Background: an optimization exercise with open tools, aiming at small area, a short achievable clock period and few clock cycles per item. Do not read the settings as production practice. Function was checked by simulation only, so behaviour that the tests miss may differ from the original. Power figures rest on the tool's default switching activity, not on a simulated workload.

Design viterbi_decoder, start of the top module:
module viterbi_decoder(clk, rst, en, data, data_out, done_flag);
Size: ~670 cells after synthesis, roughly 24 flip-flops, about 3800 sq um of cells after synthesis.
==> flow/config.mk <==
export PLATFORM = sky130hd
export DESIGN_NAME = viterbi_decoder
export DESIGN_NICKNAME = viterbi_decoder
export VERILOG_FILES = /design/flow/design.v
export SDC_FILE = /design/flow/constraint.sdc
export NUM_CORES = 4
export LEC_CHECK = 0
export ABC_AREA = 1
export CAP_MARGIN = 20
export CORE_MARGIN = 2
export CORE_UTILIZATION = 40
export SETUP_SLACK_MARGIN = 1.0
export SLEW_MARGIN = 20
==> flow/constraint.sdc <==
create_clock -name core_clock -period 5.0 [get_ports {clk}]
set_input_delay 1.0000 -clock core_clock [delete_from_list [all_inputs] [get_ports {clk}]]
set_output_delay 1.0000 -clock core_clock [all_outputs]
set_load 0.01 [all_outputs]
standard.sh (not shown) runs the stock make flow with config.mk's settings and CLKGATE_MAP_FILE= SYNTH_SCRIPT=/design/flow/synth_recipe.tcl, a recipe that flattens the netlist after the stock synthesis.
==> flow/flow/run.sh <==
#!/bin/bash
# The standard layout (the standard.sh, unchanged synthesis), except that the
# port buffers inserted before global placement are sky130_fd_sc_hd__buf_2
# instead of the resizer's default pick (a clkdlybuf4s50 delay cell).
set -euo pipefail
export BUFFER_PORTS_ARGS="-buffer_cell sky130_fd_sc_hd__buf_2"
bash standard.sh finish > standard.log 2>&1
Testbench counts at the start, summed over its fixed seeds: cycles 1,280, blocks 1,280.
Then changed:
==> flow/flow/run.sh (replaced) <==
#!/bin/bash
# The standard layout (the standard.sh, on the standard synthesis script) with two
# changes:
#  - ADDER_MAP_FILE is empty, so Yosys does not extract half/full adders into
#    sky130 ha/fa cells before ABC; ABC maps that logic with the rest.
#  - the port buffers inserted before global placement are sky130_fd_sc_hd__buf_2
#    instead of the resizer's default pick (a clkdlybuf4s50 delay cell).
# Registers and their names are those of the standard synthesis.
set -euo pipefail
export BUFFER_PORTS_ARGS="-buffer_cell sky130_fd_sc_hd__buf_2"
bash standard.sh ADDER_MAP_FILE= finish > standard.log 2>&1
Settings changed: SETUP_SLACK_MARGIN 1.0 to 0.8.
After rerunning: The changed run finished clean; sequential power drops slightly; hold slack improved by 0.0047 ns; global-route usage climbs by 2.4 points.
Then changed:
==> flow/flow/run.sh (replaced) <==
#!/bin/bash
# The standard layout (the standard.sh, unchanged synthesis), except that the
# port buffers inserted before global placement are sky130_fd_sc_hd__buf_2
# instead of the resizer's default pick (a clkdlybuf4s50 delay cell).
set -euo pipefail
export BUFFER_PORTS_ARGS="-buffer_cell sky130_fd_sc_hd__buf_2"
bash standard.sh finish > standard.log 2>&1
Settings changed: SETUP_SLACK_MARGIN 0.8 to default.
Design area is lower by a few percent. Sequential power is higher slightly. Clock-buffer cell count stays the same. Wire length is lower by roughly a tenth. Clock power stays flat. Worst setup slack loses 0.27 ns. Hold slack loses 0.0038 ns.
Then changed:
==> flow/flow/run.sh (replaced) <==
#!/bin/bash
# The standard layout (the standard.sh, on the standard synthesis script) with two
# changes:
#  - ADDER_MAP_FILE is empty, so Yosys does not extract half/full adders into
#    sky130 ha/fa cells before ABC; ABC maps that logic with the rest.
#  - the port buffers inserted before global placement are sky130_fd_sc_hd__buf_2
#    instead of the resizer's default pick (a clkdlybuf4s50 delay cell).
# Registers and their names are those of the standard synthesis.
set -euo pipefail
export BUFFER_PORTS_ARGS="-buffer_cell sky130_fd_sc_hd__buf_2"
bash standard.sh ADDER_MAP_FILE= finish > standard.log 2>&1
Settings changed: SETUP_SLACK_MARGIN from default to 0.5.
Result: Sequential power came out lower by about 4%; wire length came out higher by 5.6%; worst setup slack is better by 0.18 ns; utilization came out higher by 1.8 points; total power came out lower by 12%; cell area came out lower by 3.2%.

========
Setup of run A:
viterbi_decoder again, from the RTL that the note above started with.
clock: 5.0 ns
lec_check: 0
abc_area: 1
cap_margin: 20
core_margin: 2
core_utilization: 40
setup_slack_margin: 0.35
slew_margin: 20
==> flow/flow/run.sh <==
#!/bin/bash
# The standard layout (the standard.sh, on the standard synthesis script) with two
# changes:
#  - ADDER_MAP_FILE is empty, so Yosys does not extract half/full adders into
#    sky130 ha/fa cells before ABC; ABC maps that logic with the rest.
#  - the port buffers inserted before global placement are sky130_fd_sc_hd__buf_2
#    instead of the resizer's default pick (a clkdlybuf4s50 delay cell).
# Registers and their names are those of the standard synthesis.
set -euo pipefail
export BUFFER_PORTS_ARGS="-buffer_cell sky130_fd_sc_hd__buf_2"
bash standard.sh ADDER_MAP_FILE= finish > standard.log 2>&1
Testbench counts of run A, summed over its fixed seeds: cycles 1,280, blocks 1,280.
What run B does differently from run A at the input level:
- clearing SETUP_SLACK_MARGIN, which used to be 0.35
--- outcome ---
Diff run A -> run B: number of optimization iterations in the first detailed-route pass rose by 2, met1 track demand over resource about even, number of flip-flops and latches stayed essentially flat, summed area of non-filler cells in the final layout fell about 0.7%, number of inserted filler cells in the final layout flat.
From run A to run B the numbers moved as follows: die area essentially unchanged; power consumed by sequential cells decreased about 1%; number of clock buffers in the layout essentially unchanged; total negative slack essentially unchanged.
Edits applied to the flow inputs when going from run B to run C:
- CORE_UTILIZATION now 65, was 40
==> flow/flow/run.sh <==
#!/bin/bash
# The standard layout (the standard.sh, unchanged synthesis), except that the
# port buffers inserted before global placement are sky130_fd_sc_hd__buf_2
# instead of the resizer's default pick (a clkdlybuf4s50 delay cell).
set -euo pipefail
export BUFFER_PORTS_ARGS="-buffer_cell sky130_fd_sc_hd__buf_2"
bash standard.sh finish > standard.log 2>&1
==> comparison <==
- STATUS final period demand of the worst path: run C wins against run B
- Share of synthesized cell area in full adder, half adder and majority cells in run C vs run B: up 11 points
- Going from run B to run C, global-route usage over all layers increased by 9.2 points relative to the old numbers, detailed-route wire length per cell fell about 3.6%, multi-input logic cell count has decreased, layout-stage area growth over the synthesis result decreased by 2.5 points relative to the old numbers.

-- what the ideal ports hide --
In the flow no input, the clock included, has a driving cell. The finished layouts below were timed again as built, in two steps. Step 1 sets driving cells, clkbuf_16 on the clock port and buf_2 on the other inputs (assumed; they add their load-dependent delay and slew). Step 2, shift: input delay + t, output delay - t, t = (earliest + latest rising clock arrival at the registers) / 2. This alone moves slack from input paths to output paths. a / b / c = ideal ports / drivers / drivers and shift; a / b = the first two.
run | shift t [ns] | setup WS [ns] | worst slew at a driven data input, ns
the first run of note 1 | 0.296 | 0.895 / 0.866 / 1.012 | 0.03
the second run of note 1 | 0.289 | 0.790 / 0.764 / 0.965 | 0.03
the third run of note 1 | 0.293 | 0.524 / 0.495 / 0.789 | 0.03
the fourth run of note 1 | 0.291 | 0.706 / 0.680 / 0.962 | 0.03
run A | 0.290 | 0.631 / 0.604 / 0.894 | 0.03
run B | 0.290 | 0.363 / 0.336 / 0.626 | 0.03
run C | 0.285 | 0.483 / 0.459 / 0.744 | 0.03
After both steps every run listed still meets setup and hold.
